From an optimization exercise on the open Yosys and OpenROAD flow, aimed at small area and a short achievable clock period; shortcuts taken in it are not production practice. Function was not checked in any run shown here: the RTL went through the layout flow alone. Power figures rest on the tool's default switching activity, not on a simulated workload.

**flow/design.v**
```verilog
module BC_FIR(
    input  [12:0] in,
    input         clock_s,
    output [12:0] out
);
    reg [11:0] d0;
    reg [11:0] d1;
    reg [11:0] d2;
    reg [11:0] d3;
    reg [11:0] d4;
    reg [11:0] d5;
    reg [11:0] d6;
    reg [11:0] d7;
    reg [11:0] d8;
    reg [11:0] d9;
    reg [11:0] d10;
    reg [11:0] d11;
    reg [11:0] d12;
    reg [11:0] d13;
    reg [11:0] d14;
    reg [11:0] d15;
    reg [11:0] d16;
    reg [11:0] d17;
    reg [11:0] d18;
    reg [11:0] d19;
    reg [11:0] d20;
    reg [11:0] d21;
    reg [11:0] d22;
    reg [11:0] d23;
    reg [11:0] d24;
    reg [11:0] d25;
    reg [11:0] d26;
    reg [11:0] d27;
    reg [11:0] d28;
    reg r4_0;
    reg r4_1;
    reg r4_2;
    reg r4_3;
    reg r4_4;
    reg r4_5;
    reg r4_6;
    reg r4_7;
    reg r4_8;
    reg r4_9;
    reg r4_10;
    reg r4_11;
    reg r4_12;
    reg r4_13;
    reg r4_14;
    reg r3_0;
    reg r3_1;
    reg r3_2;
    reg r3_3;
    reg r3_4;
    reg r3_5;
    reg r3_6;
    reg r3_7;
    reg r3_8;
    reg r3_9;
    reg r3_10;
    reg r3_11;
    reg r3_12;
    reg r2_0;
    reg r2_1;
    reg r2_2;
    reg r2_3;
    reg r2_4;
    reg r2_5;
    reg r2_6;
    reg r2_7;
    reg r2_8;
    reg r2_9;
    reg r2_10;
    reg r2_11;
    reg r2_12;
    reg r2_13;
    reg r1_0;
    reg r1_1;
    reg r1_2;
    reg r1_3;
    reg r1_4;
    reg r1_5;
    reg r1_6;
    reg r1_7;
    reg r1_8;
    reg r1_9;
    reg r1_10;
    reg r1_11;
    reg r1_12;
    reg [12:0] y;
    wire w1;
    wire w2;
    wire w3;
    wire w4;
    wire w5;
    wire w6;
    wire w7;
    wire w8;
    wire w9;
    wire w10;
    wire w11;
    wire w12;
    wire w13;
    wire w14;
    wire w15;
    wire w16;
    wire w17;
    wire w18;
    wire w19;
    wire w20;
    wire w21;
    wire w22;
    wire w23;
    wire w24;
    wire w25;
    wire w26;
    wire w27;
    wire w28;
    wire w29;
    wire w30;
    wire w31;
    wire w32;
    wire w33;
    wire w34;
    wire w35;
    wire w36;
    wire w37;
    wire w38;
    wire w39;
    wire w40;
    wire w41;
    wire w42;
    wire w43;
    wire w44;
    wire w45;
    wire w46;
    wire w47;
    wire w48;
    wire w49;
    wire w50;
    wire w51;
    wire w52;
    wire w53;
    wire w54;
    wire w55;
    wire w56;
    wire w57;
    wire w58;
    wire w59;
    wire w60;
    wire w61;
    wire w62;
    wire w63;
    wire w64;
    wire w65;
    wire w66;
    wire w67;
    wire w68;
    wire w69;
    wire w70;
    wire w71;
    wire w72;
    wire w73;
    wire w74;
    wire w75;
    wire w76;
    wire w77;
    wire w78;
    wire w79;
    wire w80;
    wire w81;
    wire w82;
    wire w83;
    wire w84;
    wire w85;
    wire w86;
    wire w87;
    wire w88;
    wire w89;
    wire w90;
    wire w91;
    wire w92;
    wire w93;
    wire w94;
    wire w95;
    wire w96;
    wire w97;
    wire w98;
    wire w99;
    wire w100;
    wire w101;
    wire w102;
    wire w103;
    wire w104;
    wire w105;
    wire w106;
    wire w107;
    wire w108;
    wire w109;
    wire w110;
    wire w111;
    wire w112;
    wire w113;
    wire w114;
    wire w115;
    wire w116;
    wire w117;
    wire w118;
    wire w119;
    wire w120;
    wire w121;
    wire w122;
    wire w123;
    wire w124;
    wire w125;
    wire w126;
    wire w127;
    wire w128;
    wire w129;
    wire w130;
    wire w131;
    wire w132;
    wire w133;
    wire w134;
    wire w135;
    wire w136;
    wire w137;
    wire w138;
    wire w139;
    wire w140;
    wire w141;
    wire w142;
    wire w143;
    wire w144;
    wire w145;
    wire w146;
    wire w147;
    wire w148;
    wire w149;
    wire w150;
    wire w151;
    wire w152;
    wire w153;
    wire w154;
    wire w155;
    wire w156;
    wire w157;
    wire w158;
    wire w159;
    wire w160;
    wire w161;
    wire w162;
    wire w163;
    wire w164;
    wire w165;
    wire w166;
    wire w167;
    wire w168;
    wire w169;
    wire w170;
    wire w171;
    wire w172;
    wire w173;
    wire w174;
    wire w175;
    wire w176;
    wire w177;
    wire w178;
    wire w179;
    wire w180;
    wire w181;
    wire w182;
    wire w183;
    wire w184;
    wire w185;
    wire w186;
    wire w187;
    wire w188;
    wire w189;
    wire w190;
    wire w191;
    wire w192;
    wire w193;
    wire w194;
    wire w195;
    wire w196;
    wire w197;
    wire w198;
    wire w199;
    wire w200;
    wire w201;
    wire w202;
    wire w203;
    wire w204;
    wire w205;
    wire w206;
    wire w207;
    wire w208;
    wire w209;
    wire w210;
    wire w211;
    wire w212;
    wire w213;
    wire w214;
    wire w215;
    wire w216;
    wire w217;
    wire w218;
    wire w219;
    wire w220;
    wire w221;
    wire w222;
    wire w223;
    wire w224;
    wire w225;
    wire w226;
    wire w227;
    wire w228;
    wire w229;
    wire w230;
    wire w231;
    wire w232;
    wire w233;
    wire w234;
    wire w235;
    wire w236;
    wire w237;
    wire w238;
    wire w239;
    wire w240;
    wire w241;
    wire w242;
    wire w243;
    wire w244;
    wire w245;
    wire w246;
    wire w247;
    wire w248;
    wire w249;
    wire w250;
    wire w251;
    wire w252;
    wire w253;
    wire w254;
    wire w255;
    wire w256;
    wire w257;
    wire w258;
    wire w259;
    wire w260;
    wire w261;
    wire w262;
    wire w263;
    wire w264;
    wire w265;
    wire w266;
    wire w267;
    wire w268;
    wire w269;
    wire w270;
    wire w271;
    wire w272;
    wire w273;
    wire w274;
    wire w275;
    wire w276;
    wire w277;
    wire w278;
    wire w279;
    wire w280;
    wire w281;
    wire w282;
    wire w283;
    wire w284;
    wire w285;
    wire w286;
    wire w287;
    wire w288;
    wire w289;
    wire w290;
    wire w291;
    wire w292;
    wire w293;
    wire w294;
    wire w295;
    wire w296;
    wire w297;
    wire w298;
    wire w299;
    wire w300;
    wire w301;
    wire w302;
    wire w303;
    wire w304;
    wire w305;
    wire w306;
    wire w307;
    wire w308;
    wire w309;
    wire w310;
    wire w311;
    wire w312;
    wire w313;
    wire w314;
    wire w315;
    wire w316;
    wire w317;
    wire w318;
    wire w319;
    wire w320;
    wire w321;
    wire w322;
    wire w323;
    wire w324;
    wire w325;
    wire w326;
    wire w327;
    wire w328;
    wire w329;
    wire w330;
    wire w331;
    wire w332;
    wire w333;
    wire w334;
    wire w335;
    wire w336;
    wire w337;
    wire w338;
    wire w339;
    wire w340;
    wire w341;
    wire w342;
    wire w343;
    wire w344;
    wire w345;
    wire w346;
    wire w347;
    wire w348;
    wire w349;
    wire w350;
    wire w351;
    wire w352;
    wire w353;
    wire w354;
    wire w355;
    wire w356;
    wire w357;
    wire w358;
    wire w359;
    wire w360;
    wire w361;
    wire w362;
    wire w363;
    wire w364;
    wire w365;
    wire w366;
    wire w367;
    wire w368;
    wire w369;
    wire w370;
    wire w371;
    wire w372;
    wire w373;
    wire w374;
    wire w375;
    wire w376;
    wire w377;
    wire w378;
    wire w379;
    wire w380;
    wire w381;
    wire w382;
    wire w383;
    wire w384;
    wire w385;
    wire w386;
    wire w387;
    wire w388;
    wire w389;
    wire w390;
    wire w391;
    wire w392;
    wire w393;
    wire w394;
    wire w395;
    wire w396;
    wire w397;
    wire w398;
    wire w399;
    wire w400;
    wire w401;
    wire w402;
    wire w403;
    wire w404;
    wire w405;
    wire w406;
    wire w407;
    wire w408;
    wire w409;
    wire w410;
    wire w411;
    wire w412;
    wire w413;
    wire w414;
    wire w415;
    wire w416;
    wire w417;
    wire w418;
    wire w419;
    wire w420;
    wire w421;
    wire w422;
    wire w423;
    wire w424;
    wire w425;
    wire w426;
    wire w427;
    wire w428;
    wire w429;
    wire w430;
    wire w431;
    wire w432;
    wire w433;
    wire w434;
    wire w435;
    wire w436;
    wire w437;
    wire w438;
    wire w439;
    wire w440;
    wire w441;
    wire w442;
    wire w443;
    wire w444;
    wire w445;
    wire w446;
    wire w447;
    wire w448;
    wire w449;
    wire w450;
    wire w451;
    wire w452;
    wire w453;
    wire w454;
    wire w455;
    wire w456;
    wire w457;
    wire w458;
    wire w459;
    wire w460;
    wire w461;
    wire w462;
    wire w463;
    wire w464;
    wire w465;
    wire w466;
    wire w467;
    wire w468;
    wire w469;
    wire w470;
    wire w471;
    wire w472;
    wire w473;
    wire w474;
    wire w475;
    wire w476;
    wire w477;
    wire w478;
    wire w479;
    wire w480;
    wire w481;
    wire w482;
    wire w483;
    wire w484;
    wire w485;
    wire w486;
    wire w487;
    wire w488;
    wire w489;
    wire w490;
    wire w491;
    wire w492;
    wire w493;
    wire w494;
    wire w495;
    wire w496;
    wire w497;
    wire w498;
    wire w499;
    wire w500;
    wire w501;
    wire w502;
    wire w503;
    wire w504;
    wire w505;
    wire w506;
    wire w507;
    wire w508;
    wire w509;
    wire w510;
    wire w511;
    wire w512;
    wire w513;
    wire w514;
    wire w515;
    wire w516;
    wire w517;
    wire w518;
    wire w519;
    wire w520;
    wire w521;
    wire w522;
    wire w523;
    wire w524;
    wire w525;
    fa1 u1 (.a(d14[0]), .b(d16[0]), .c(d12[0]), .s(w1), .co(w2));
    fa1 u2 (.a(d8[0]), .b(d28[0]), .c(w1), .s(w3), .co(w4));
    fa1 u3 (.a(d14[1]), .b(d16[1]), .c(d4[0]), .s(w5), .co(w6));
    fa1 u4 (.a(d12[1]), .b(d8[0]), .c(d8[1]), .s(w7), .co(w8));
    fa1 u5 (.a(d28[1]), .b(w2), .c(w5), .s(w9), .co(w10));
    fa1 u6 (.a(w7), .b(w4), .c(w9), .s(w11), .co(w12));
    fa1 u7 (.a(d14[2]), .b(d16[2]), .c(d4[1]), .s(w13), .co(w14));
    fa1 u8 (.a(d12[2]), .b(d8[1]), .c(d8[2]), .s(w15), .co(w16));
    fa1 u9 (.a(d28[0]), .b(d28[2]), .c(w6), .s(w17), .co(w18));
    fa1 u10 (.a(w8), .b(w13), .c(w15), .s(w19), .co(w20));
    fa1 u11 (.a(w10), .b(w17), .c(w19), .s(w21), .co(w22));
    ha1 u12 (.a(w12), .b(w21), .s(w23), .co(w24));
    fa1 u13 (.a(d14[3]), .b(d16[3]), .c(d4[2]), .s(w25), .co(w26));
    fa1 u14 (.a(d12[3]), .b(d8[2]), .c(d8[3]), .s(w27), .co(w28));
    fa1 u15 (.a(d28[1]), .b(d28[3]), .c(w14), .s(w29), .co(w30));
    fa1 u16 (.a(w16), .b(w25), .c(w27), .s(w31), .co(w32));
    fa1 u17 (.a(w18), .b(w29), .c(w20), .s(w33), .co(w34));
    fa1 u18 (.a(w31), .b(w22), .c(w33), .s(w35), .co(w36));
    ha1 u19 (.a(w24), .b(w35), .s(w37), .co(w38));
    fa1 u20 (.a(d14[4]), .b(d16[4]), .c(d4[3]), .s(w39), .co(w40));
    fa1 u21 (.a(d12[0]), .b(d12[4]), .c(d24[0]), .s(w41), .co(w42));
    fa1 u22 (.a(d8[0]), .b(d8[3]), .c(d8[4]), .s(w43), .co(w44));
    fa1 u23 (.a(d28[0]), .b(d28[2]), .c(d28[4]), .s(w45), .co(w46));
    fa1 u24 (.a(w26), .b(w28), .c(w39), .s(w47), .co(w48));
    fa1 u25 (.a(w41), .b(w43), .c(w45), .s(w49), .co(w50));
    fa1 u26 (.a(w30), .b(w32), .c(w47), .s(w51), .co(w52));
    fa1 u27 (.a(w49), .b(w34), .c(w51), .s(w53), .co(w54));
    fa1 u28 (.a(w36), .b(w53), .c(w38), .s(w55), .co(w56));
    fa1 u29 (.a(d14[5]), .b(d16[5]), .c(d4[4]), .s(w57), .co(w58));
    fa1 u30 (.a(d12[1]), .b(d12[5]), .c(d24[1]), .s(w59), .co(w60));
    fa1 u31 (.a(d8[1]), .b(d8[4]), .c(d8[5]), .s(w61), .co(w62));
    fa1 u32 (.a(d28[1]), .b(d28[3]), .c(d28[5]), .s(w63), .co(w64));
    fa1 u33 (.a(w40), .b(w42), .c(w44), .s(w65), .co(w66));
    fa1 u34 (.a(w46), .b(w57), .c(w59), .s(w67), .co(w68));
    fa1 u35 (.a(w61), .b(w63), .c(w48), .s(w69), .co(w70));
    fa1 u36 (.a(w65), .b(w50), .c(w67), .s(w71), .co(w72));
    fa1 u37 (.a(w69), .b(w52), .c(w71), .s(w73), .co(w74));
    fa1 u38 (.a(w54), .b(w73), .c(w56), .s(w75), .co(w76));
    fa1 u39 (.a(d14[6]), .b(d16[6]), .c(d4[5]), .s(w77), .co(w78));
    fa1 u40 (.a(d12[2]), .b(d12[6]), .c(d24[0]), .s(w79), .co(w80));
    fa1 u41 (.a(d24[2]), .b(d8[2]), .c(d8[5]), .s(w81), .co(w82));
    fa1 u42 (.a(d8[6]), .b(d28[2]), .c(d28[4]), .s(w83), .co(w84));
    fa1 u43 (.a(d28[6]), .b(w58), .c(w60), .s(w85), .co(w86));
    fa1 u44 (.a(w62), .b(w64), .c(w77), .s(w87), .co(w88));
    fa1 u45 (.a(w79), .b(w81), .c(w83), .s(w89), .co(w90));
    fa1 u46 (.a(w66), .b(w68), .c(w85), .s(w91), .co(w92));
    fa1 u47 (.a(w87), .b(w89), .c(w70), .s(w93), .co(w94));
    fa1 u48 (.a(w72), .b(w91), .c(w93), .s(w95), .co(w96));
    fa1 u49 (.a(w74), .b(w95), .c(w76), .s(w97), .co(w98));
    fa1 u50 (.a(d14[7]), .b(d16[7]), .c(d4[6]), .s(w99), .co(w100));
    fa1 u51 (.a(d12[3]), .b(d12[7]), .c(d24[1]), .s(w101), .co(w102));
    fa1 u52 (.a(d24[3]), .b(d8[3]), .c(d8[6]), .s(w103), .co(w104));
    fa1 u53 (.a(d8[7]), .b(d28[3]), .c(d28[5]), .s(w105), .co(w106));
    fa1 u54 (.a(d28[7]), .b(w78), .c(w80), .s(w107), .co(w108));
    fa1 u55 (.a(w82), .b(w84), .c(w99), .s(w109), .co(w110));
    fa1 u56 (.a(w101), .b(w103), .c(w105), .s(w111), .co(w112));
    fa1 u57 (.a(w86), .b(w88), .c(w107), .s(w113), .co(w114));
    fa1 u58 (.a(w90), .b(w109), .c(w111), .s(w115), .co(w116));
    fa1 u59 (.a(w92), .b(w113), .c(w115), .s(w117), .co(w118));
    fa1 u60 (.a(w94), .b(w117), .c(w96), .s(w119), .co(w120));
    fa1 u62 (.a(d14[8]), .b(d16[8]), .c(d20[0]), .s(w123), .co(w124));
    fa1 u63 (.a(d4[7]), .b(d12[4]), .c(d12[8]), .s(w125), .co(w126));
    fa1 u64 (.a(d24[2]), .b(d24[4]), .c(d8[4]), .s(w127), .co(w128));
    fa1 u65 (.a(d8[7]), .b(d8[8]), .c(d28[4]), .s(w129), .co(w130));
    fa1 u66 (.a(d28[6]), .b(d28[8]), .c(w100), .s(w131), .co(w132));
    fa1 u67 (.a(w102), .b(w104), .c(w106), .s(w133), .co(w134));
    fa1 u68 (.a(w123), .b(w125), .c(w127), .s(w135), .co(w136));
    fa1 u69 (.a(w129), .b(w108), .c(w110), .s(w137), .co(w138));
    fa1 u70 (.a(w131), .b(w112), .c(w133), .s(w139), .co(w140));
    fa1 u71 (.a(w135), .b(w114), .c(w137), .s(w141), .co(w142));
    fa1 u72 (.a(w116), .b(w139), .c(w141), .s(w143), .co(w144));
    fa1 u73 (.a(w118), .b(w143), .c(w120), .s(w145), .co(w146));
    fa1 u74 (.a(d14[0]), .b(d14[9]), .c(d16[9]), .s(w147), .co(w148));
    fa1 u75 (.a(d20[1]), .b(d4[8]), .c(d12[5]), .s(w149), .co(w150));
    fa1 u76 (.a(d12[9]), .b(d24[3]), .c(d24[5]), .s(w151), .co(w152));
    fa1 u77 (.a(d8[5]), .b(d8[8]), .c(d8[9]), .s(w153), .co(w154));
    fa1 u78 (.a(d28[5]), .b(d28[7]), .c(d28[9]), .s(w155), .co(w156));
    fa1 u79 (.a(w124), .b(w126), .c(w128), .s(w157), .co(w158));
    fa1 u80 (.a(w130), .b(w147), .c(w149), .s(w159), .co(w160));
    fa1 u81 (.a(w151), .b(w153), .c(w155), .s(w161), .co(w162));
    fa1 u82 (.a(w132), .b(w134), .c(w136), .s(w163), .co(w164));
    fa1 u83 (.a(w157), .b(w159), .c(w161), .s(w165), .co(w166));
    fa1 u84 (.a(w138), .b(w140), .c(w163), .s(w167), .co(w168));
    fa1 u85 (.a(w165), .b(w142), .c(w167), .s(w169), .co(w170));
    fa1 u86 (.a(w144), .b(w169), .c(w146), .s(w171), .co(w172));
    fa1 u87 (.a(d14[1]), .b(d14[10]), .c(d16[10]), .s(w173), .co(w174));
    fa1 u88 (.a(d20[2]), .b(d4[9]), .c(d12[6]), .s(w175), .co(w176));
    fa1 u89 (.a(d12[10]), .b(d24[4]), .c(d24[6]), .s(w177), .co(w178));
    fa1 u90 (.a(d8[6]), .b(d8[9]), .c(d8[10]), .s(w179), .co(w180));
    fa1 u91 (.a(d28[6]), .b(d28[8]), .c(d28[10]), .s(w181), .co(w182));
    fa1 u92 (.a(w148), .b(w150), .c(w152), .s(w183), .co(w184));
    fa1 u93 (.a(w154), .b(w156), .c(w173), .s(w185), .co(w186));
    fa1 u94 (.a(w175), .b(w177), .c(w179), .s(w187), .co(w188));
    fa1 u95 (.a(w181), .b(w158), .c(w160), .s(w189), .co(w190));
    fa1 u96 (.a(w183), .b(w162), .c(w185), .s(w191), .co(w192));
    fa1 u97 (.a(w187), .b(w164), .c(w189), .s(w193), .co(w194));
    fa1 u98 (.a(w166), .b(w191), .c(w168), .s(w195), .co(w196));
    fa1 u99 (.a(w193), .b(w170), .c(w195), .s(w197), .co(w198));
    ha1 u100 (.a(w197), .b(w172), .s(w199), .co(w200));
    fa1 u101 (.a(d14[2]), .b(d14[11]), .c(d16[11]), .s(w201), .co(w202));
    fa1 u102 (.a(d20[3]), .b(d4[10]), .c(d12[0]), .s(w203), .co(w204));
    fa1 u103 (.a(d12[7]), .b(d12[11]), .c(d24[5]), .s(w205), .co(w206));
    fa1 u104 (.a(d24[7]), .b(d8[7]), .c(d8[10]), .s(w207), .co(w208));
    fa1 u105 (.a(d8[11]), .b(d28[7]), .c(d28[9]), .s(w209), .co(w210));
    fa1 u106 (.a(d28[11]), .b(w174), .c(w176), .s(w211), .co(w212));
    fa1 u107 (.a(w178), .b(w180), .c(w182), .s(w213), .co(w214));
    fa1 u108 (.a(w201), .b(w203), .c(w205), .s(w215), .co(w216));
    fa1 u109 (.a(w207), .b(w209), .c(w184), .s(w217), .co(w218));
    fa1 u110 (.a(w186), .b(w211), .c(w188), .s(w219), .co(w220));
    fa1 u111 (.a(w213), .b(w215), .c(w190), .s(w221), .co(w222));
    fa1 u112 (.a(w217), .b(w192), .c(w219), .s(w223), .co(w224));
    fa1 u113 (.a(w194), .b(w221), .c(w223), .s(w225), .co(w226));
    fa1 u114 (.a(w196), .b(w225), .c(w198), .s(w227), .co(w228));
    assign w231 = d14[3] ^ d20[4] ^ d4[11];
    assign w232 = d12[1] ^ d12[8] ^ d24[6];
    assign w233 = d24[8] ^ d8[0] ^ d8[8];
    assign w234 = d8[11] ^ d28[0] ^ d28[8];
    assign w235 = d28[10] ^ w231 ^ w202;
    assign w236 = w232 ^ w204 ^ w206;
    assign w237 = w233 ^ w234 ^ w208;
    assign w238 = w210 ^ w235 ^ w212;
    assign w239 = w236 ^ w237 ^ w214;
    assign w240 = w216 ^ w218 ^ w238;
    assign w241 = w239 ^ w220 ^ w240;
    assign w242 = w222 ^ w224 ^ w241;
    assign w243 = w226 ^ w242 ^ w228;
    fa1 u116 (.a(r4_6), .b(d5[0]), .c(d17[0]), .s(w244), .co(w245));
    fa1 u117 (.a(r4_7), .b(r4_8), .c(d5[1]), .s(w246), .co(w247));
    fa1 u118 (.a(d17[1]), .b(w245), .c(w246), .s(w248), .co(w249));
    fa1 u119 (.a(r4_9), .b(d5[2]), .c(d17[2]), .s(w250), .co(w251));
    fa1 u120 (.a(w247), .b(w250), .c(w249), .s(w252), .co(w253));
    fa1 u121 (.a(r4_10), .b(d5[3]), .c(d17[3]), .s(w254), .co(w255));
    fa1 u122 (.a(w251), .b(w254), .c(w253), .s(w256), .co(w257));
    fa1 u123 (.a(r4_11), .b(d5[4]), .c(d17[4]), .s(w258), .co(w259));
    fa1 u124 (.a(w255), .b(w258), .c(w257), .s(w260), .co(w261));
    fa1 u125 (.a(r4_12), .b(r4_13), .c(d5[5]), .s(w262), .co(w263));
    fa1 u126 (.a(d17[5]), .b(d15[0]), .c(w259), .s(w264), .co(w265));
    fa1 u127 (.a(w262), .b(w264), .c(w261), .s(w266), .co(w267));
    assign w268 = r4_14 ^ d5[6] ^ d17[6];
    assign w269 = d15[1] ^ w263 ^ w268;
    assign w270 = w265 ^ w269 ^ w267;
    fa1 u128 (.a(r3_0), .b(d2[0]), .c(d22[0]), .s(w271), .co(w272));
    fa1 u129 (.a(r3_1), .b(d2[1]), .c(d26[0]), .s(w273), .co(w274));
    fa1 u130 (.a(d22[0]), .b(d22[1]), .c(w272), .s(w275), .co(w276));
    ha1 u131 (.a(w273), .b(w275), .s(w277), .co(w278));
    fa1 u132 (.a(r3_2), .b(d2[2]), .c(d26[1]), .s(w279), .co(w280));
    fa1 u133 (.a(d22[1]), .b(d22[2]), .c(w274), .s(w281), .co(w282));
    fa1 u134 (.a(w279), .b(w276), .c(w281), .s(w283), .co(w284));
    ha1 u135 (.a(w278), .b(w283), .s(w285), .co(w286));
    fa1 u136 (.a(r3_3), .b(d2[3]), .c(d26[2]), .s(w287), .co(w288));
    fa1 u137 (.a(d22[2]), .b(d22[3]), .c(w280), .s(w289), .co(w290));
    fa1 u138 (.a(w287), .b(w282), .c(w289), .s(w291), .co(w292));
    fa1 u139 (.a(w284), .b(w291), .c(w286), .s(w293), .co(w294));
    fa1 u140 (.a(r3_4), .b(d2[4]), .c(d26[3]), .s(w295), .co(w296));
    fa1 u141 (.a(d22[3]), .b(d22[4]), .c(w288), .s(w297), .co(w298));
    fa1 u142 (.a(w295), .b(w290), .c(w297), .s(w299), .co(w300));
    fa1 u143 (.a(w292), .b(w299), .c(w294), .s(w301), .co(w302));
    fa1 u144 (.a(r3_5), .b(d2[5]), .c(d26[4]), .s(w303), .co(w304));
    fa1 u145 (.a(d22[4]), .b(d22[5]), .c(w296), .s(w305), .co(w306));
    fa1 u146 (.a(w303), .b(w298), .c(w305), .s(w307), .co(w308));
    fa1 u147 (.a(w300), .b(w307), .c(w302), .s(w309), .co(w310));
    fa1 u148 (.a(r3_6), .b(d2[6]), .c(d26[5]), .s(w311), .co(w312));
    fa1 u149 (.a(d22[5]), .b(d22[6]), .c(w304), .s(w313), .co(w314));
    fa1 u150 (.a(w311), .b(w306), .c(w313), .s(w315), .co(w316));
    fa1 u151 (.a(w308), .b(w315), .c(w310), .s(w317), .co(w318));
    fa1 u152 (.a(r3_7), .b(d2[7]), .c(d26[6]), .s(w319), .co(w320));
    fa1 u153 (.a(d22[6]), .b(d22[7]), .c(w312), .s(w321), .co(w322));
    fa1 u154 (.a(w319), .b(w314), .c(w321), .s(w323), .co(w324));
    fa1 u155 (.a(w316), .b(w323), .c(w318), .s(w325), .co(w326));
    fa1 u156 (.a(r3_8), .b(d2[8]), .c(d26[7]), .s(w327), .co(w328));
    fa1 u157 (.a(d22[7]), .b(d22[8]), .c(w320), .s(w329), .co(w330));
    fa1 u158 (.a(w327), .b(w322), .c(w329), .s(w331), .co(w332));
    ha1 u160 (.a(w324), .b(w331), .s(w335), .co(w336));
    fa1 u162 (.a(r3_9), .b(d2[9]), .c(d26[8]), .s(w339), .co(w340));
    fa1 u163 (.a(d22[8]), .b(d22[9]), .c(w328), .s(w341), .co(w342));
    fa1 u164 (.a(w339), .b(w330), .c(w341), .s(w343), .co(w344));
    fa1 u165 (.a(w332), .b(w343), .c(w336), .s(w345), .co(w346));
    fa1 u166 (.a(r3_10), .b(d2[10]), .c(d26[9]), .s(w347), .co(w348));
    fa1 u167 (.a(d22[9]), .b(d22[10]), .c(w340), .s(w349), .co(w350));
    fa1 u168 (.a(w347), .b(w342), .c(w349), .s(w351), .co(w352));
    fa1 u169 (.a(w344), .b(w351), .c(w346), .s(w353), .co(w354));
    fa1 u170 (.a(r3_11), .b(d2[11]), .c(d26[10]), .s(w355), .co(w356));
    fa1 u171 (.a(d22[10]), .b(d22[11]), .c(d18[0]), .s(w357), .co(w358));
    fa1 u172 (.a(w348), .b(w355), .c(w357), .s(w359), .co(w360));
    fa1 u173 (.a(w350), .b(w359), .c(w352), .s(w361), .co(w362));
    ha1 u174 (.a(w361), .b(w354), .s(w363), .co(w364));
    assign w365 = r3_12 ^ d26[11] ^ d22[11];
    assign w366 = d18[1] ^ w356 ^ w365;
    assign w367 = w358 ^ w366 ^ w360;
    assign w368 = w367 ^ w362 ^ w364;
    fa1 u175 (.a(r2_4), .b(d3[0]), .c(d7[0]), .s(w369), .co(w370));
    fa1 u176 (.a(d23[0]), .b(d19[0]), .c(w369), .s(w371), .co(w372));
    fa1 u177 (.a(r2_5), .b(d3[1]), .c(d7[1]), .s(w373), .co(w374));
    fa1 u178 (.a(d23[1]), .b(d19[1]), .c(w370), .s(w375), .co(w376));
    fa1 u179 (.a(w373), .b(w372), .c(w375), .s(w377), .co(w378));
    fa1 u180 (.a(r2_6), .b(d3[2]), .c(d7[2]), .s(w379), .co(w380));
    fa1 u181 (.a(d23[2]), .b(d19[2]), .c(d15[0]), .s(w381), .co(w382));
    fa1 u182 (.a(w374), .b(w379), .c(w381), .s(w383), .co(w384));
    fa1 u183 (.a(w376), .b(w383), .c(w378), .s(w385), .co(w386));
    fa1 u184 (.a(r2_7), .b(d3[3]), .c(d7[3]), .s(w387), .co(w388));
    fa1 u185 (.a(d23[3]), .b(d19[3]), .c(d15[1]), .s(w389), .co(w390));
    fa1 u186 (.a(w380), .b(w382), .c(w387), .s(w391), .co(w392));
    fa1 u187 (.a(w389), .b(w384), .c(w391), .s(w393), .co(w394));
    ha1 u188 (.a(w393), .b(w386), .s(w395), .co(w396));
    fa1 u189 (.a(r2_8), .b(r2_9), .c(d3[4]), .s(w397), .co(w398));
    fa1 u190 (.a(d7[4]), .b(d11[0]), .c(d23[4]), .s(w399), .co(w400));
    fa1 u191 (.a(d19[4]), .b(d15[2]), .c(w388), .s(w401), .co(w402));
    fa1 u192 (.a(w390), .b(w397), .c(w399), .s(w403), .co(w404));
    fa1 u193 (.a(w392), .b(w401), .c(w403), .s(w405), .co(w406));
    fa1 u194 (.a(w394), .b(w405), .c(w396), .s(w407), .co(w408));
    fa1 u195 (.a(r2_10), .b(d3[5]), .c(d7[5]), .s(w409), .co(w410));
    fa1 u196 (.a(d11[1]), .b(d23[5]), .c(d19[5]), .s(w411), .co(w412));
    fa1 u197 (.a(d15[3]), .b(w398), .c(w400), .s(w413), .co(w414));
    fa1 u198 (.a(w409), .b(w411), .c(w402), .s(w415), .co(w416));
    fa1 u199 (.a(w404), .b(w413), .c(w415), .s(w417), .co(w418));
    fa1 u200 (.a(w406), .b(w417), .c(w408), .s(w419), .co(w420));
    fa1 u201 (.a(r2_11), .b(d3[6]), .c(d7[6]), .s(w421), .co(w422));
    fa1 u202 (.a(d11[2]), .b(d23[6]), .c(d19[0]), .s(w423), .co(w424));
    fa1 u203 (.a(d19[6]), .b(d15[0]), .c(d15[4]), .s(w425), .co(w426));
    fa1 u204 (.a(w410), .b(w412), .c(w421), .s(w427), .co(w428));
    fa1 u205 (.a(w423), .b(w425), .c(w414), .s(w429), .co(w430));
    fa1 u206 (.a(w427), .b(w416), .c(w429), .s(w431), .co(w432));
    fa1 u207 (.a(w418), .b(w431), .c(w420), .s(w433), .co(w434));
    fa1 u208 (.a(r2_12), .b(d3[7]), .c(d7[7]), .s(w435), .co(w436));
    fa1 u209 (.a(d11[3]), .b(d23[7]), .c(d19[1]), .s(w437), .co(w438));
    fa1 u210 (.a(d19[7]), .b(d15[1]), .c(d15[5]), .s(w439), .co(w440));
    fa1 u211 (.a(w422), .b(w424), .c(w426), .s(w441), .co(w442));
    fa1 u212 (.a(w435), .b(w437), .c(w439), .s(w443), .co(w444));
    fa1 u213 (.a(w428), .b(w441), .c(w443), .s(w445), .co(w446));
    fa1 u214 (.a(w430), .b(w445), .c(w432), .s(w447), .co(w448));
    ha1 u215 (.a(w447), .b(w434), .s(w449), .co(w450));
    assign w451 = r2_13 ^ d3[8] ^ d7[8];
    assign w452 = d11[4] ^ d23[8] ^ d19[2];
    assign w453 = d19[8] ^ d15[2] ^ d15[6];
    assign w454 = w436 ^ w438 ^ w451;
    assign w455 = w452 ^ w453 ^ w440;
    assign w456 = w454 ^ w442 ^ w455;
    assign w457 = w444 ^ w456 ^ w446;
    assign w459 = w457 ^ w448;
    assign w460 = w459 ^ w450;
    fa1 u216 (.a(r1_1), .b(d0[0]), .c(d0[1]), .s(w461), .co(w462));
    fa1 u217 (.a(r1_2), .b(d0[1]), .c(d0[2]), .s(w463), .co(w464));
    fa1 u218 (.a(d4[0]), .b(d18[1]), .c(w462), .s(w465), .co(w466));
    fa1 u219 (.a(r1_3), .b(d0[2]), .c(d0[3]), .s(w467), .co(w468));
    fa1 u220 (.a(d4[1]), .b(d18[2]), .c(w464), .s(w469), .co(w470));
    fa1 u221 (.a(w467), .b(w466), .c(w469), .s(w471), .co(w472));
    fa1 u222 (.a(r1_4), .b(d0[3]), .c(d0[4]), .s(w473), .co(w474));
    fa1 u223 (.a(d4[2]), .b(d18[3]), .c(w468), .s(w475), .co(w476));
    fa1 u224 (.a(w473), .b(w470), .c(w475), .s(w477), .co(w478));
    fa1 u225 (.a(r1_5), .b(d0[4]), .c(d0[5]), .s(w479), .co(w480));
    fa1 u226 (.a(d4[3]), .b(d18[4]), .c(w474), .s(w481), .co(w482));
    fa1 u227 (.a(w479), .b(w476), .c(w481), .s(w483), .co(w484));
    fa1 u228 (.a(r1_6), .b(d0[5]), .c(d0[6]), .s(w485), .co(w486));
    fa1 u229 (.a(d4[4]), .b(d18[5]), .c(w480), .s(w487), .co(w488));
    fa1 u230 (.a(w485), .b(w482), .c(w487), .s(w489), .co(w490));
    fa1 u231 (.a(r1_7), .b(d0[6]), .c(d0[7]), .s(w491), .co(w492));
    fa1 u232 (.a(d4[5]), .b(d18[6]), .c(w486), .s(w493), .co(w494));
    fa1 u233 (.a(w491), .b(w488), .c(w493), .s(w495), .co(w496));
    fa1 u234 (.a(r1_8), .b(d0[7]), .c(d0[8]), .s(w497), .co(w498));
    fa1 u235 (.a(d4[6]), .b(d18[7]), .c(w492), .s(w499), .co(w500));
    fa1 u236 (.a(w497), .b(w494), .c(w499), .s(w501), .co(w502));
    fa1 u237 (.a(r1_9), .b(d0[8]), .c(d0[9]), .s(w503), .co(w504));
    fa1 u238 (.a(d4[7]), .b(d18[8]), .c(w498), .s(w505), .co(w506));
    fa1 u239 (.a(w503), .b(w500), .c(w505), .s(w507), .co(w508));
    fa1 u240 (.a(r1_10), .b(d0[9]), .c(d0[10]), .s(w509), .co(w510));
    fa1 u241 (.a(d4[8]), .b(d18[9]), .c(w504), .s(w511), .co(w512));
    fa1 u242 (.a(w509), .b(w506), .c(w511), .s(w513), .co(w514));
    fa1 u243 (.a(r1_11), .b(d0[10]), .c(d0[11]), .s(w515), .co(w516));
    fa1 u244 (.a(d4[9]), .b(d18[10]), .c(w510), .s(w517), .co(w518));
    fa1 u245 (.a(w515), .b(w512), .c(w517), .s(w519), .co(w520));
    assign w521 = r1_12 ^ d0[11] ^ d16[0];
    assign w522 = d20[0] ^ d4[0] ^ d4[10];
    assign w523 = d18[0] ^ d18[11] ^ d24[0];
    assign w524 = w521 ^ w516 ^ w522;
    assign w525 = w523 ^ w518 ^ w524;
    wire [12:0] ra = {w520, w514, w508, w502, w496, w490, w484, w478, w472, w471, w463, d18[0], r1_0};
    wire [12:0] rb = {w525, w519, w513, w507, w501, w495, w489, w483, w477, 1'b0, w465, w461, d0[0]};
    wire [12:0] ysum = ra + rb + 13'd1235;
    always @(posedge clock_s) begin
        d0 <= in[11:0];
        d1 <= ~d0;
        d2 <= d1;
        d3 <= d2;
        d4 <= d3;
        d5 <= ~d4;
        d6 <= d5;
        d7 <= d6;
        d8 <= d7;
        d9 <= ~d8;
        d10 <= d9;
        d11 <= d10;
        d12 <= d11;
        d13 <= d12;
        d14 <= d13;
        d15 <= d14;
        d16 <= d15;
        d17 <= d16;
        d18 <= d17;
        d19 <= d18;
        d20 <= d19;
        d21 <= ~d20;
        d22 <= d21;
        d23 <= d22;
        d24 <= d23;
        d25 <= ~d24;
        d26 <= d25;
        d27 <= d26;
        d28 <= d27;
        r4_0 <= w3;
        r4_1 <= w11;
        r4_2 <= w23;
        r4_3 <= w37;
        r4_4 <= w55;
        r4_5 <= w75;
        r4_6 <= w97;
        r4_7 <= w119;
        r4_8 <= w98;
        r4_9 <= w145;
        r4_10 <= w171;
        r4_11 <= w199;
        r4_12 <= w227;
        r4_13 <= w200;
        r4_14 <= w243;
        r3_0 <= r4_0;
        r3_1 <= r4_1;
        r3_2 <= r4_2;
        r3_3 <= r4_3;
        r3_4 <= r4_4;
        r3_5 <= r4_5;
        r3_6 <= w244;
        r3_7 <= w248;
        r3_8 <= w252;
        r3_9 <= w256;
        r3_10 <= w260;
        r3_11 <= w266;
        r3_12 <= w270;
        r2_0 <= w271;
        r2_1 <= w277;
        r2_2 <= w285;
        r2_3 <= w293;
        r2_4 <= w301;
        r2_5 <= w309;
        r2_6 <= w317;
        r2_7 <= w325;
        r2_8 <= w335;
        r2_9 <= w326;
        r2_10 <= w345;
        r2_11 <= w353;
        r2_12 <= w363;
        r2_13 <= w368;
        r1_0 <= r2_0;
        r1_1 <= r2_1;
        r1_2 <= r2_2;
        r1_3 <= r2_3;
        r1_4 <= w371;
        r1_5 <= w377;
        r1_6 <= w385;
        r1_7 <= w395;
        r1_8 <= w407;
        r1_9 <= w419;
        r1_10 <= w433;
        r1_11 <= w449;
        r1_12 <= w460;
        y <= ysum;
    end
    assign out = y;
endmodule
module fa1(input a, input b, input c, output s, output co);
    assign {co, s} = a + b + c;
endmodule
module ha1(input a, input b, output s, output co);
    assign {co, s} = a + b;
endmodule
```
**flow/config.mk**
```make
export PLATFORM = sky130hd
export DESIGN_NAME = BC_FIR
export DESIGN_NICKNAME = BC_FIR
export VERILOG_FILES = /design/flow/design.v
export SDC_FILE = /design/flow/constraint.sdc
export NUM_CORES = 4
export LEC_CHECK = 0
export CAP_MARGIN = 20
export CORE_MARGIN = 2
export CORE_UTILIZATION = 40
export SLEW_MARGIN = 20
export SYNTH_HIERARCHICAL = 1
export SYNTH_MINIMUM_KEEP_SIZE = 0
```
**flow/run.sh**
```bash
#!/bin/bash
# synth_recipe.tcl (not shown) runs the flow's synth.tcl, then flattens the netlist and writes it again
# the make line also repeats each setting of config.mk as NAME=value (left out here)
make -C /OpenROAD-flow-scripts/flow DESIGN_CONFIG=/design/flow/config.mk WORK_HOME=/design/flow/orfs CLKGATE_MAP_FILE= SYNTH_SCRIPT=/design/flow/synth_recipe.tcl finish
```
**flow/constraint.sdc**
```tcl
create_clock -name core_clock -period 16.0 [get_ports {clock_s}]
set_input_delay 3.2000 -clock core_clock [delete_from_list [all_inputs] [get_ports {clock_s}]]
set_output_delay 3.2000 -clock core_clock [all_outputs]
set_load 0.01 [all_outputs]
```
==> results.yml, run 1 <==
finish:
  fillerInstances: 3192
  drive_gt1_share_pct: 6.974
  area_growth_pct: 15.13
  regMostFlops: "y"
  largest_reg_flops: 13
  fin_nets: 1222
  fin_area_um2: 16820
setup_path:
  cp_cell_sequence: "fa_1, fa_1, fa_1, fa_1, fa_1, fa_1, fa_1, xnor2_1, xnor2_1, xnor2_1, xnor2_1, xnor2_1"
  crit_buf_inv: 0
  required_ns: 16.46
  critical-path-max-stage-delay_ns: 0.62
  start_kind: "flop"
  critical_path_class: "flop to flop"
  cp_common_cell: "fa_1"
  slowest_stage: "dfxtp_1"
  cp_max_fo: 4
  cp_top_family: "adder cells"
  crit_path_end_kind: "flop"
  arrival_ns: 5.11
route:
  drc: 0
  drtIter0Drc: 253
  drt_first_pass_iters: 4
  wl_per_cell_um: 19.60
  drt-total-wl_um: 28300
  ant_nets: 0
  vias: 6073
  viasPerCell: 4.206
timing:
  setup_viol_count_final: 0
  tightest_slew_ns: 0.5834
  min_period_over_period_pct: 29.04
  tns_ns: 0
  max_slew_margin_pct: 61.05
  hold_viol: 0
  skew_ns: 0.01881
  holdWs_ns: 0.3164
  finalMaxSlewViolations: 0
  fmax_mhz: 215.2
  rsz0062_at_grt: "no"
  fin_crit_ns: 4.647
grt:
  antenna_found_initial: 0
  grt_pass1_vias: 7297
  grt_first_pass_wirelength_um: 44410
  grt_max_degree: 16
  grt_overflow: 0
  gr-usage-all-layers_pct: 16.30
placed_design:
  io_buffers: 25
  dp_hpwl_um: 22340
  place.gp.congestion: 0.7821
  dpl_cell_area_um2: 15440
clock_network:
  htreeDepth: 2
  cts_max_path_buffers: 3
  cts_root_buffer: "clkbuf_16"
  cts_tree: "built"
  clock_latency_ns: 0.54
  numCtsBuffers: 40
  clock_sinks: 416
  cts_hold_buf: 0
  post_cts_resized: 0
  clk_pin_slew_ns: 0.06
  post_cts_buffers: 0
yosys:
  synthDistinctLibCells: 30
  synth_nets: 1156
  synth_seq_area_share_pct: 57.00
  yosysTopAreaCellShare_pct: 57.00
  syn_area_per_cell_um2: 16.62
  ys_top_cells_by_area: "dfxtp_1 57%, fa_1 32%, xnor2_1 3.5%"
  synth_warnings: 7
  yosys_register_bits: 416
  synthCells: 879
  syn-cell-area_um2: 14610
  yosys.area.top_type: "dfxtp_1"
power_and_ir_drop:
  swShare_pct: 33.62
  clkPwrFrac_pct: 24.5
  internal-power_w: 0.002634
  pwr-share-seq_pct: 33.1
  vdd_drop_max_mv: 0.1390
  p_comb_share_pct: 42.4
  power_density_nw_per_um2: 235.9
  power_switching_w: 0.001334
  p_leak_nw: 6.958
floorplan:
  start_util_pct: 40.30
  die_w_um: 195.1
  core_area_um2: 36260
  dieArea_um2: 38070
  chipHeight_um: 195.1
  top_level_ports: 27
  rows: 70
job:
  max_cap_viol_count: 0
min_path:
  hold_class: "flop to flop"
run_status:
  status: "no timing/DRC/antenna violations"
## layout make-up
cell class	count	area, um2	area share, %
well taps	468	585.6	3.481
clock inverters	18	220.2	1.309
multi-input cells	378	5964	35.46
diodes	1	2.502	0.01488
inverters	84	315.3	1.874
flip-flops and latches	416	8328	49.51
repair buffers	25	250.2	1.488
clock buffers	54	1156	6.872
## synthesized netlist by cell type
| cell | count |
|---|---|
| xnor2_1 | 59 |
| mux2i_1 | 2 |
| nand3_1 | 1 |
| and2b_1 | 1 |
| nand2_1 | 4 |
| inv_1 | 84 |
| o21ai_1 | 1 |
| nor2_1 | 2 |
| a21o_1 | 4 |
| and4_1 | 1 |
| a221oi_1 | 1 |
| fa_1 | 233 |
| o2111ai_1 | 1 |
| nand3b_1 | 1 |
| nand4_1 | 1 |
| o21ai_0 | 2 |
| dfxtp_1 | 416 |
| o21bai_1 | 2 |
| nor3_1 | 2 |
| clkbuf_1 | 1 |
| a21oi_1 | 3 |
| nand2b_1 | 2 |
| o31ai_2 | 1 |
| nor3b_1 | 1 |
| o21a_1 | 2 |
| or4b_2 | 1 |
| xor2_1 | 17 |
| ha_1 | 30 |
| nor2b_1 | 1 |
| a211oi_1 | 2 |
## kinds of logic (layout without fill, tap and decap cells)
logic type / Yosys count / in the layout / share of synthesized area [%]
and+or+nand+nor: 18 / 18 / 0.7108
DFF: 416 / 416 / 57.00
other: 0 / 1 / 0
muxes: 2 / 2 / 0.1370
AOI/OAI and AO/OA: 19 / 19 / 0.9247
adders and majority gates: 263 / 263 / 34.49
buffers and inverters: 85 / 181 / 2.184
xor gates and xnor gates: 76 / 76 / 4.556
## Yosys stat by module, one instance, submodules excluded
module  times used  cells  flops+latches
BC_FIR           1    638            416
fa1            232      1              0
ha1              9      1              0
## path summary, 6_finish.rpt
kind                    from              end  slack [ns]  cells after the start
max            d8[3]$_DFF_P_    r4_14$_DFF_P_       11.35                     12
min          d15[10]$_DFF_P_  d16[10]$_DFF_P_        0.32                      0
max reg2reg    d8[3]$_DFF_P_    r4_14$_DFF_P_       11.35                     12
min reg2reg  d15[10]$_DFF_P_  d16[10]$_DFF_P_        0.32                      0
## placed cells by master (no fill, tap or decap)
cell,Yosys,final
a211oi_1,2,2
clkinv_4,0,1
clkinv_8,0,1
and4_1,1,1
fa_1,233,233
nand2_1,4,4
or4b_2,1,1
xor2_1,17,17
clkinv_2,0,7
nor3_1,2,2
xnor2_1,59,59
nand3b_1,1,1
inv_6,0,2
nand2b_1,2,2
nor2b_1,1,1
clkbuf_1,1,6
nor2_1,2,2
o21bai_1,2,2
a221oi_1,1,1
o2111ai_1,1,1
o21ai_0,2,2
o21ai_1,1,1
o21a_1,2,2
dfxtp_1,416,416
and2b_1,1,1
nor3b_1,1,1
mux2i_1,2,2
clkbuf_16,0,42
clkinvlp_4,0,3
diode_2,0,1
clkbuf_8,0,6
nand3_1,1,1
inv_1,84,84
ha_1,30,30
bufinv_16,0,4
nand4_1,1,1
o31ai_2,1,1
clkdlybuf4s50_1,0,25
a21o_1,4,4
a21oi_1,3,3
## power by group through the flow
stage / Combinational [W] / Sequential [W] / Clock [W]
4_1_cts: 0.00172 / 0.00132 / 0.000992
3_5_place_dp: 0.00169 / 0.00134 / 0
3_3_place_gp: 0.00169 / 0.00134 / 0
2_1_floorplan: 0.00127 / 0.00131 / 0
5_1_grt: 0.00198 / 0.00133 / 0.00103
6_report: 0.00168 / 0.00131 / 0.000970
## metrics by stage
stage | power [W] | instances | worst slack, ns | util [%]
2_1_floorplan | 0.002583 | 879 | 11.75 | -
3_3_place_gp | 0.003030 | 1371 | 11.39 | 42.59
3_5_place_dp | 0.003035 | 1371 | 11.41 | 42.59
4_1_cts | 0.004033 | 1443 | 11.37 | 46.39
5_1_grt | 0.004345 | 1443 | 11.18 | 46.39
6_report | 0.003968 | 1444 | 11.35 | 46.39
## per-layer routing
metal,track usage (%),vias to the layer above,part of all wire (%)
li1,-,2813,-
met1,22.32,3114,45
met2,27.18,100,48
met3,2.729,46,4.7
met4,4.100,0,2.1
met5,0,-,0
==> run 2, diff against run 1 <==
--- a/flow/config.mk
+++ b/flow/config.mk
@@ -9,4 +9,5 @@
 export CORE_MARGIN = 2
 export CORE_UTILIZATION = 40
+export CTS_BUF_LIST = sky130_fd_sc_hd__clkbuf_4
 export SLEW_MARGIN = 20
 export SYNTH_HIERARCHICAL = 1
==> results.yml, run 2 <==
yosys:
  synthDistinctLibCells: 30
  synth-xor-area-share_pct: 4.556
  ys_top_cells_by_area: "dfxtp_1 57%, fa_1 32%, xnor2_1 3.5%"
  synthAdderAreaFrac_pct: 34.49
  synth.area.mux_share_pct: 0.1370
  synth_seq_area_share_pct: 57.00
  synth_ff_type: "dfxtp_1"
  synth_nets: 1156
  synth_warnings: 7
  synthTopCellsByCount: "416 x dfxtp_1, 233 x fa_1, 84 x inv_1"
  synth-simple-area-share_pct: 0.7107
  synthCells: 879
  syn_area_per_cell_um2: 16.62
  synth_compound_area_share_pct: 0.9248
  yosys_register_bits: 416
  yosysMostFrequentCell: "dfxtp_1"
  yosysTopAreaCellShare_pct: 57.00
  yosys.area.top_type: "dfxtp_1"
  async_reset_ff_share_pct: 0
  synth_edf_count: 0
  syn-cell-area_um2: 14610
  synth_top_family_by_area: "adder cells"
finish:
  largest_reg_flops: 13
  finalNonFillerCells: 1541
  final_cell_mix: "416 x dfxtp_1, 233 x fa_1, 136 x clkbuf_4"
  regMostFlops: "y"
  area_growth_pct: 13.87
  fin_nets: 1281
  fillerInstances: 3271
  layout_commonest_cell: "dfxtp_1"
  multi_input_area_um2: 5964
  regArea_um2: 8328
  drive_gt1_share_pct: 13.71
floorplan:
  die_w_um: 195.1
  dieArea_um2: 38070
  rows: 70
  start_util_pct: 40.30
  top_level_ports: 27
  chipHeight_um: 195.1
  core_area_um2: 36260
setup_path:
  crit_buf_inv: 1
  cp_top_family: "buffers and inverters"
  crit_path_end_kind: "primary output"
  cp_max_fo: 1
  start_kind: "flop"
  required_ns: 12.80
  critical_path_class: "flop to primary output"
  slowest_stage: "clkdlybuf4s50_1"
  arrival_ns: 1.60
  critical-path-max-stage-delay_ns: 0.55
  cp_cell_sequence: "clkdlybuf4s50_1"
grt:
  antenna_found_initial: 1
  gr-usage-all-layers_pct: 16.68
  grt_pass1_vias: 7778
  grt_first_pass_wirelength_um: 45440
  grt_overflow: 0
  grt_max_degree: 15
power_and_ir_drop:
  power_switching_w: 0.001338
  swShare_pct: 35.15
  p_comb_share_pct: 44.3
  clkPwrFrac_pct: 21.2
  internal-power_w: 0.002468
  vdd_drop_max_mv: 0.1160
  power_density_nw_per_um2: 228.8
  pwr-share-seq_pct: 34.5
  total_power_w: 0.003806
  p_leak_nw: 6.984
clock_network:
  cts_tree: "built"
  cts_hold_buf: 0
  clk_pin_slew_ns: 0.07
  numCtsBuffers: 99
  clock_sinks: 416
  clock_latency_ns: 0.75
  cts_max_path_buffers: 3
  cts_root_buffer: "clkbuf_4"
  post_cts_resized: 0
  post_cts_buffers: 0
  htreeDepth: 3
route:
  drtIter0Drc: 194
  route.met3.wl_um: 1051
  viasPerCell: 4.156
  drt_first_pass_iters: 6
  wl_per_cell_um: 18.62
  route.layer.met1.wl_um: 13120
  vias: 6405
  dr_wl_met2_um: 14060
  drt-total-wl_um: 28700
  drc: 0
  ant_nets: 0
  top_layer: "met4"
timing:
  fin_crit_ns: 4.804
  tns_ns: 0
  min_period_over_period_pct: 30.02
  rsz0062_at_grt: "no"
  tightest_slew_ns: 0.5774
  fmax_mhz: 208.2
  hold_viol: 0
  finalMaxSlewViolations: 0
  skew_ns: 0.05169
  setup_viol_count_final: 0
  holdWs_ns: 0.3093
  max_slew_margin_pct: 61.45
min_path:
  hold_class: "flop to flop"
placed_design:
  place.gp.congestion: 0.7821
  io_buffers: 25
  dp_cells: 1371
  dp_hpwl_um: 22340
job:
  max_cap_viol_count: 0
run_status:
  status: "no timing/DRC/antenna violations"
## run 2: Yosys stat by module (local to each module, per instance)
module / cell area, um2 / flip-flops and latches / times used
fa1: 20.02 / 0 / 232
ha1: 12.51 / 0 / 9
BC_FIR: 9854 / 416 / 1
## run 2: power by group through the flow
stage	clock [W]	sequential (W)	combinational [W]
after global routing	0.000891	0.00133	0.00198
after floorplan	0	0.00131	0.00127
after detailed placement	0	0.00134	0.00169
after CTS	0.000834	0.00132	0.00172
final	0.000806	0.00131	0.00169
after global placement	0	0.00134	0.00169
## run 2: metrics by stage
| step | utilization (%) | setup WS [ns] | area (um2) |
|---|---|---|---|
| after floorplan | - | 11.75 | 14610 |
| after global placement | 42.59 | 11.39 | 15440 |
| after detailed placement | 42.59 | 11.41 | 15440 |
| after CTS | 45.88 | 11.15 | 16640 |
| after global routing | 45.89 | 11.09 | 16640 |
| final | 45.89 | 11.20 | 16640 |
## run 2: cell families (layout without fill, tap and decap cells)
| family | count (synthesis) | in the layout |
|---|---|---|
| other cells | 0 | 1 |
| fa+ha+maj | 263 | 263 |
| buf+inv | 85 | 278 |
| compound gates | 19 | 19 |
| flops | 416 | 416 |
| simple gates | 18 | 18 |
| mux | 2 | 2 |
| xor+xnor | 76 | 76 |
## run 2: final timing paths
kind                                      from        endpoint  slack, ns  cells after the start
worst min-delay path            d13[4]$_DFF_P_  d14[4]$_DFF_P_       0.31                      0
worst max register to register   d8[3]$_DFF_P_   r4_14$_DFF_P_      11.42                     12
worst min register to register  d13[4]$_DFF_P_  d14[4]$_DFF_P_       0.31                      0
worst max-delay path              y[8]$_DFF_P_          out[8]      11.20                      1
## run 2: area by class of cell
| cell class | count | area share [%] |
|---|---|---|
| Multi-Input combinational cell | 378 | 35.85 |
| Timing Repair Buffer | 25 | 1.504 |
| Inverter | 84 | 1.895 |
| Sequential cell | 416 | 50.05 |
| Antenna cell | 1 | 0.01504 |
| Tap cell | 468 | 3.519 |
| Clock buffer | 136 | 6.136 |
| Clock inverter | 33 | 1.030 |
## run 2: metal layers
layer | global-route usage [%] | vias to the layer above
li1 | - | 2990
met1 | 22.18 | 3260
met2 | 27.18 | 118
met3 | 3.748 | 37
met4 | 5.598 | 0
met5 | 0 | -
==> run 3, diff against run 2 <==
--- a/flow/config.mk
+++ b/flow/config.mk
@@ -9,5 +9,7 @@
 export CORE_MARGIN = 2
 export CORE_UTILIZATION = 40
-export CTS_BUF_LIST = sky130_fd_sc_hd__clkbuf_4
+export CTS_BUF_LIST = sky130_fd_sc_hd__clkbuf_8
+export CTS_CLUSTER_DIAMETER = 60
+export CTS_CLUSTER_SIZE = 20
 export SLEW_MARGIN = 20
 export SYNTH_HIERARCHICAL = 1
==> results.yml, run 3 <==
finish:
  drive_gt1_share_pct: 4.656
  area_growth_pct: 9.505
  largest_reg_flops: 13
  final_cell_mix: "416 x dfxtp_1, 233 x fa_1, 84 x inv_1"
  layout_commonest_cell: "dfxtp_1"
  finalNonFillerCells: 1413
  n_antenna_cell: 0
  fin_area_um2: 16000
  fillerInstances: 3271
  regMostFlops: "y"
  fin_nets: 1211
setup_path:
  crit_buf_inv: 1
  crit_path_end_kind: "primary output"
  critical-path-max-stage-delay_ns: 0.55
  required_ns: 12.80
  reg2reg_depth: 12
  slowest_stage: "clkdlybuf4s50_1"
  start_kind: "flop"
  r2r_slack_ns: 11.41
  cp_cell_sequence: "clkdlybuf4s50_1"
  cp_top_family: "buffers and inverters"
  critical_path_class: "flop to primary output"
  rr_startpoint: "d8[3]$_DFF_P_"
  r2r_end: "r4_14$_DFF_P_"
  arrival_ns: 1.46
  cp_max_fo: 1
yosys:
  yosysMostFrequentCell: "dfxtp_1"
  yosysTopAreaCellShare_pct: 57.00
  yosys.area.top_type: "dfxtp_1"
  synth_seq_area_share_pct: 57.00
  synthTopCellsByCount: "416 x dfxtp_1, 233 x fa_1, 84 x inv_1"
  synth_nets: 1156
  synth_warnings: 7
  synthCells: 879
  synthDistinctLibCells: 30
  synth_edf_count: 0
  syn-cell-area_um2: 14610
  synth_ff_type: "dfxtp_1"
  syn_area_per_cell_um2: 16.62
  ys_top_cells_by_area: "dfxtp_1 57%, fa_1 32%, xnor2_1 3.5%"
  yosys_register_bits: 416
  async_reset_ff_share_pct: 0
route:
  viasPerCell: 4.214
  drt_first_pass_iters: 4
  vias: 5955
  wl_per_cell_um: 19.70
  drtIter0Drc: 185
  drt-total-wl_um: 27840
  drc: 0
  ant_nets: 0
job:
  max_cap_viol_count: 0
timing:
  skew_ns: 0.02408
  tns_ns: 0
  tightest_slew_ns: 0.5855
  setup_viol_count_final: 0
  min_period_over_period_pct: 29.13
  hold_viol: 0
  setup_slack_ns: 11.34
  finalMaxSlewViolations: 0
  fmax_mhz: 214.6
  max_slew_margin_pct: 60.92
  fin_crit_ns: 4.660
  rsz0062_at_grt: "no"
placed_design:
  dp_cells: 1371
  place.gp.congestion: 0.7821
  dp_hpwl_um: 22340
  pre_cts_ws_ns: 11.41
  dpl_cell_area_um2: 15440
  io_buffers: 25
clock_network:
  clock_latency_ns: 0.60
  cts_tree: "built"
  post_cts_buffers: 0
  clock_sinks: 416
  cts_root_buffer: "clkbuf_8"
  htreeDepth: 1
  cts_hold_buf: 0
  clk_pin_slew_ns: 0.12
  post_cts_resized: 0
  numCtsBuffers: 29
  cts_max_path_buffers: 3
run_status:
  status: "no timing/DRC/antenna violations"
grt:
  antenna_found_initial: 0
  gr-usage-all-layers_pct: 15.89
  grt_first_pass_wirelength_um: 43610
  grt_pass1_vias: 7102
  grt_max_degree: 21
  grt_overflow: 0
min_path:
  hold_depth: 0
  hold_class: "flop to flop"
  min_from: "d13[8]$_DFF_P_"
  holdPathEnd: "d14[8]$_DFF_P_"
power_and_ir_drop:
  p_leak_nw: 6.573
  vdd_drop_max_mv: 0.1178
  power_density_nw_per_um2: 221.2
floorplan:
  start_util_pct: 40.30
  chipHeight_um: 195.1
  top_level_ports: 27
  dieArea_um2: 38070
  core_area_um2: 36260
  rows: 70
  die_w_um: 195.1
==> run 3: worst max path at each step <==
stage / from / endpoint / slack, ns / cells after the start
floorplan: r2_4$_DFF_P_ / r1_12$_DFF_P_ / 11.75 / 14
global route: d8[6]$_DFF_P_ / r4_14$_DFF_P_ / 11.17 / 12
detailed placement: d8[3]$_DFF_P_ / r4_14$_DFF_P_ / 11.41 / 12
finish: y[10]$_DFF_P_ / out[10] / 11.34 / 1
CTS: y[8]$_DFF_P_ / out[8] / 11.30 / 1
global placement: d8[3]$_DFF_P_ / r4_14$_DFF_P_ / 11.39 / 12
==> run 3: per-layer routing <==
layer,part of all wire (%),vias to the layer above,global-route usage (%)
met3,2.7,41,1.917
met5,0,-,0
met1,47,3082,22.24
met2,48,68,26.73
met4,2.2,0,3.478
li1,-,2764,-
==> run 3: logic make-up after synthesis <==
| group | after synthesis | share of synthesized area (%) |
|---|---|---|
| AO/OA/AOI/OAI | 19 | 0.9247 |
| adder cells (fa/ha/maj) | 263 | 34.49 |
| flip-flops | 416 | 57.00 |
| AND/OR/NAND/NOR | 18 | 0.7108 |
| multiplexers | 2 | 0.1370 |
| buffers and inverters | 85 | 2.184 |
| XOR/XNOR | 76 | 4.556 |
==> run 3: through the flow <==
step	power (W)	hold WS, ns	utilization, %
2_1_floorplan	0.002583	0.3096	-
3_3_place_gp	0.003030	0.3098	42.59
3_5_place_dp	0.003035	0.3121	42.59
4_1_cts	0.003594	0.3261	44.13
5_1_grt	0.003903	0.3348	44.13
6_report	0.003539	0.3186	44.13
==> run 3: Yosys stat by module (local to each module, per instance) <==
module	times used	cells inside
BC_FIR	1	638
fa1	232	1
ha1	9	1
==> run 3: final cells by class <==
class,instances,area [um2],area share (%)
clock buffer,29,399.1,2.495
clock inverter,13,157.7,0.9853
inverter,84,315.3,1.971
multi-input combinational,378,5964,37.28
sequential,416,8328,52.05
tap,468,585.6,3.660
timing repair buffer,25,250.2,1.564
==> run 3: power breakdown <==
group | internal, W | switching [W] | total, W
combinational | 0.000840 | 0.000849 | 0.00169
clock | 0.000197 | 0.000340 | 0.000538
sequential | 0.00122 | 0.0000938 | 0.00131
==> run 4, diff against run 3 <==
==> flow/flow/run.sh (new file) <==
#!/bin/bash
# Standard ORFS layout, with the port buffers made from a plain buffer cell.
set -euo pipefail
bash standard.sh "BUFFER_PORTS_ARGS=-buffer_cell sky130_fd_sc_hd__buf_2" finish > standard_flow.log 2>&1
==> flow/standard.sh (new file) <==
#!/bin/bash
# synth_recipe.tcl (not shown) runs the flow's synth.tcl, then flattens the netlist and writes it again
# the make line also repeats each setting of config.mk as NAME=value (left out here)
make -C /OpenROAD-flow-scripts/flow DESIGN_CONFIG=/design/flow/config.mk WORK_HOME=/design/flow/orfs CLKGATE_MAP_FILE= SYNTH_SCRIPT=/design/flow/synth_recipe.tcl "${@:-finish}"
--- a/flow/config.mk
+++ b/flow/config.mk
@@ -9,7 +9,4 @@
 export CORE_MARGIN = 2
 export CORE_UTILIZATION = 40
-export CTS_BUF_LIST = sky130_fd_sc_hd__clkbuf_8
-export CTS_CLUSTER_DIAMETER = 60
-export CTS_CLUSTER_SIZE = 20
 export SLEW_MARGIN = 20
 export SYNTH_HIERARCHICAL = 1
removed: flow/run.sh
==> results.yml, run 4 <==
grt:
  grt_pass1_vias: 7110
  grt_max_degree: 17
  grt_first_pass_wirelength_um: 43680
  grt_overflow: 0
  gr-usage-all-layers_pct: 16.12
  antenna_found_initial: 0
placed_design:
  place.gp.congestion: 0.7969
  io_buffers: 25
  dp_cells: 1371
  dp_hpwl_um: 22330
  pre_cts_ws_ns: 11.43
power_and_ir_drop:
  p_leak_nw: 6.951
  pwr-share-seq_pct: 33.5
  swShare_pct: 33.86
  power_switching_w: 0.001330
  p_comb_share_pct: 42.1
  vdd_drop_max_mv: 0.1278
  internal-power_w: 0.002597
  clkPwrFrac_pct: 24.4
  power_density_nw_per_um2: 235.4
  total_power_w: 0.003927
yosys:
  async_reset_ff_share_pct: 0
  syn_area_per_cell_um2: 16.62
  synthCells: 879
  syn-cell-area_um2: 14610
  synthDistinctLibCells: 30
  yosysMostFrequentCell: "dfxtp_1"
  yosys.area.top_type: "dfxtp_1"
  synth_warnings: 7
  synth_edf_count: 0
  synth_nets: 1156
  ys_top_cells_by_area: "dfxtp_1 57%, fa_1 32%, xnor2_1 3.5%"
  synthTopCellsByCount: "416 x dfxtp_1, 233 x fa_1, 84 x inv_1"
  yosysTopAreaCellShare_pct: 57.00
  synth_ff_type: "dfxtp_1"
  yosys_register_bits: 416
  synth_seq_area_share_pct: 57.00
clock_network:
  numCtsBuffers: 40
  cts_max_path_buffers: 3
  clock_sinks: 416
  htreeDepth: 2
  cts_tree: "built"
  post_cts_buffers: 0
  clk_pin_slew_ns: 0.07
  clock_latency_ns: 0.54
  cts_hold_buf: 0
  post_cts_resized: 0
  cts_root_buffer: "clkbuf_16"
timing:
  setup_slack_ns: 11.44
  setup_viol_count_final: 0
  tightest_slew_ns: 0.5799
  hold_viol: 0
  fin_crit_ns: 4.555
  tns_ns: 0
  skew_ns: 0.01416
  rsz0062_at_grt: "no"
  min_period_over_period_pct: 28.47
  finalMaxSlewViolations: 0
  fmax_mhz: 219.5
  max_slew_margin_pct: 61.28
job:
  max_cap_viol_count: 0
floorplan:
  top_level_ports: 27
  die_w_um: 195.1
  rows: 70
  core_area_um2: 36260
  chipHeight_um: 195.1
  dieArea_um2: 38070
  start_util_pct: 40.30
route:
  viasPerCell: 4.236
  drtIter0Drc: 234
  wl_per_cell_um: 19.55
  ant_nets: 0
  drt-total-wl_um: 28180
  drt_first_pass_iters: 4
  vias: 6109
  drc: 0
finish:
  final_cell_mix: "416 x dfxtp_1, 233 x fa_1, 84 x inv_1"
  multi_input_area_um2: 5964
  fin_nets: 1222
  drive_gt1_share_pct: 9.548
  n_antenna_cell: 0
  layout_commonest_cell: "dfxtp_1"
  area_growth_pct: 14.15
  largest_reg_flops: 13
  fillerInstances: 3191
  regMostFlops: "y"
  regArea_um2: 8328
  finalNonFillerCells: 1442
run_status:
  status: "no timing/DRC/antenna violations"
setup_path:
  arrival_ns: 4.99
  critical-path-max-stage-delay_ns: 0.61
  cp_cell_sequence: "fa_1, fa_1, fa_1, fa_1, fa_1, fa_1, fa_1, xnor2_1, xnor2_1, xnor2_1, xnor2_1, xnor2_1"
  critical_path_class: "flop to flop"
  start_kind: "flop"
  reg2reg_depth: 12
  required_ns: 16.44
  slowest_stage: "dfxtp_1"
  crit_path_end_kind: "flop"
  cp_common_cell: "fa_1"
  cp_max_fo: 4
min_path:
  hold_class: "flop to flop"
  hold_depth: 0
-- run 4: changes by cell type in the layout (fill, tap and decap cells not counted), sizes merged --
cell / previous run / this run
buf: 0 / 25
clkbuf: 29 / 55
clkinvlp: 0 / 3
bufinv: 1 / 3
clkdlybuf4s50: 25 / 0
inv: 90 / 88
-- run 4: metal layers --
metal,up-vias,wire length [um],GRT usage (%)
met1,3160,12500,21.74
li1,2800,-,-
met3,45,1413,3.368
met4,0,696,4.835
met2,104,13570,26.38
met5,-,0,0
-- run 4: per-module statistics from Yosys (local to each module, per instance) --
module / flip-flops and latches / times used / cells inside
BC_FIR: 416 / 1 / 638
ha1: 0 / 9 / 1
fa1: 0 / 232 / 1
-- run 4: logic make-up (layout without fill, tap and decap cells) --
| family | Yosys count | in the layout | synth area share [%] |
|---|---|---|---|
| buffers and inverters | 85 | 180 | 2.184 |
| xor gates and xnor gates | 76 | 76 | 4.556 |
| adders and majority gates | 263 | 263 | 34.49 |
| DFF | 416 | 416 | 57.00 |
| muxes | 2 | 2 | 0.1370 |
| and+or+nand+nor | 18 | 18 | 0.7108 |
| AOI/OAI and AO/OA | 19 | 19 | 0.9247 |
-- run 4: layout make-up --
class / count / area share (%)
clock buffers: 55 / 6.939
repair buffers: 25 / 0.7502
flip-flops and latches: 416 / 49.93
inverters: 84 / 1.890
well taps: 468 / 3.511
multi-input cells: 378 / 35.76
clock inverters: 16 / 1.215
-- run 4: power by group through the flow --
stage / clock (W) / sequential, W / combinational, W
floorplan: 0 / 0.00131 / 0.00127
global placement: 0 / 0.00134 / 0.00166
detailed placement: 0 / 0.00134 / 0.00167
CTS: 0.000981 / 0.00132 / 0.00169
global route: 0.00103 / 0.00133 / 0.00193
finish: 0.000959 / 0.00132 / 0.00165
-- run 4: final timing paths --
check | slack [ns] | from | to
setup / recovery | 11.44 | d8[6]$_DFF_P_ | r4_14$_DFF_P_
hold reg to reg | 0.32 | d10[8]$_DFF_P_ | d11[8]$_DFF_P_
setup reg to reg | 11.44 | d8[6]$_DFF_P_ | r4_14$_DFF_P_
hold / removal | 0.32 | d10[8]$_DFF_P_ | d11[8]$_DFF_P_
-- run 4: critical path, delay by kind of cell, from the launching register on --
kind	cells	cell delay, ns
XOR/XNOR	5	0.75
flip-flops	1	0.61
adder cells (fa/ha/maj)	7	3.08
-- run 4: per-stage QoR --
step                      util (%)  cell area, um2  hold WS [ns]
after floorplan                  -           14610        0.3096
after global placement       42.25           15320        0.3098
after detailed placement     42.25           15320        0.3121
after CTS                    46.00           16680        0.3232
after global routing         46.00           16680        0.3226
final                        46.00           16680        0.3231

## port drivers added, routing unchanged
The results above use ideal ports. As a check the final layouts listed here were re-extracted and re-timed, cells and wires unchanged.
Step 1 (the two cells are an assumption about what drives the block):
set clk [get_ports {clock_s}]
set_driving_cell -lib_cell sky130_fd_sc_hd__clkbuf_16 $clk
set_driving_cell -lib_cell sky130_fd_sc_hd__buf_2 [delete_from_list [all_inputs] $clk]
Step 2 times the ports against the registers' clock, not the clock port: input delays grow and output delays shrink by t, the midpoint of the rising clock arrivals with the driver on.
Three values: ideal ports, drivers, drivers and shift; two values: the first two.
run | t (ns) | setup slack, ns | hold WS [ns] | slew at the worst register clock pin (ns) | cell pins on the clock port's net
run 1 | 0.583 | 11.353 / 11.350 / 11.353 | 0.316 / 0.316 / 0.316 | 0.06 / 0.06 | 1
run 2 | 0.777 | 11.196 / 11.148 / 11.422 | 0.309 / 0.309 / 0.309 | 0.07 / 0.07 | 1
run 3 | 0.637 | 11.340 / 11.292 / 11.411 | 0.319 / 0.319 / 0.319 | 0.12 / 0.12 | 1
run 4 | 0.587 | 11.445 / 11.445 / 11.445 | 0.323 / 0.323 / 0.323 | 0.07 / 0.07 | 1
After both steps every run listed still meets setup and hold.
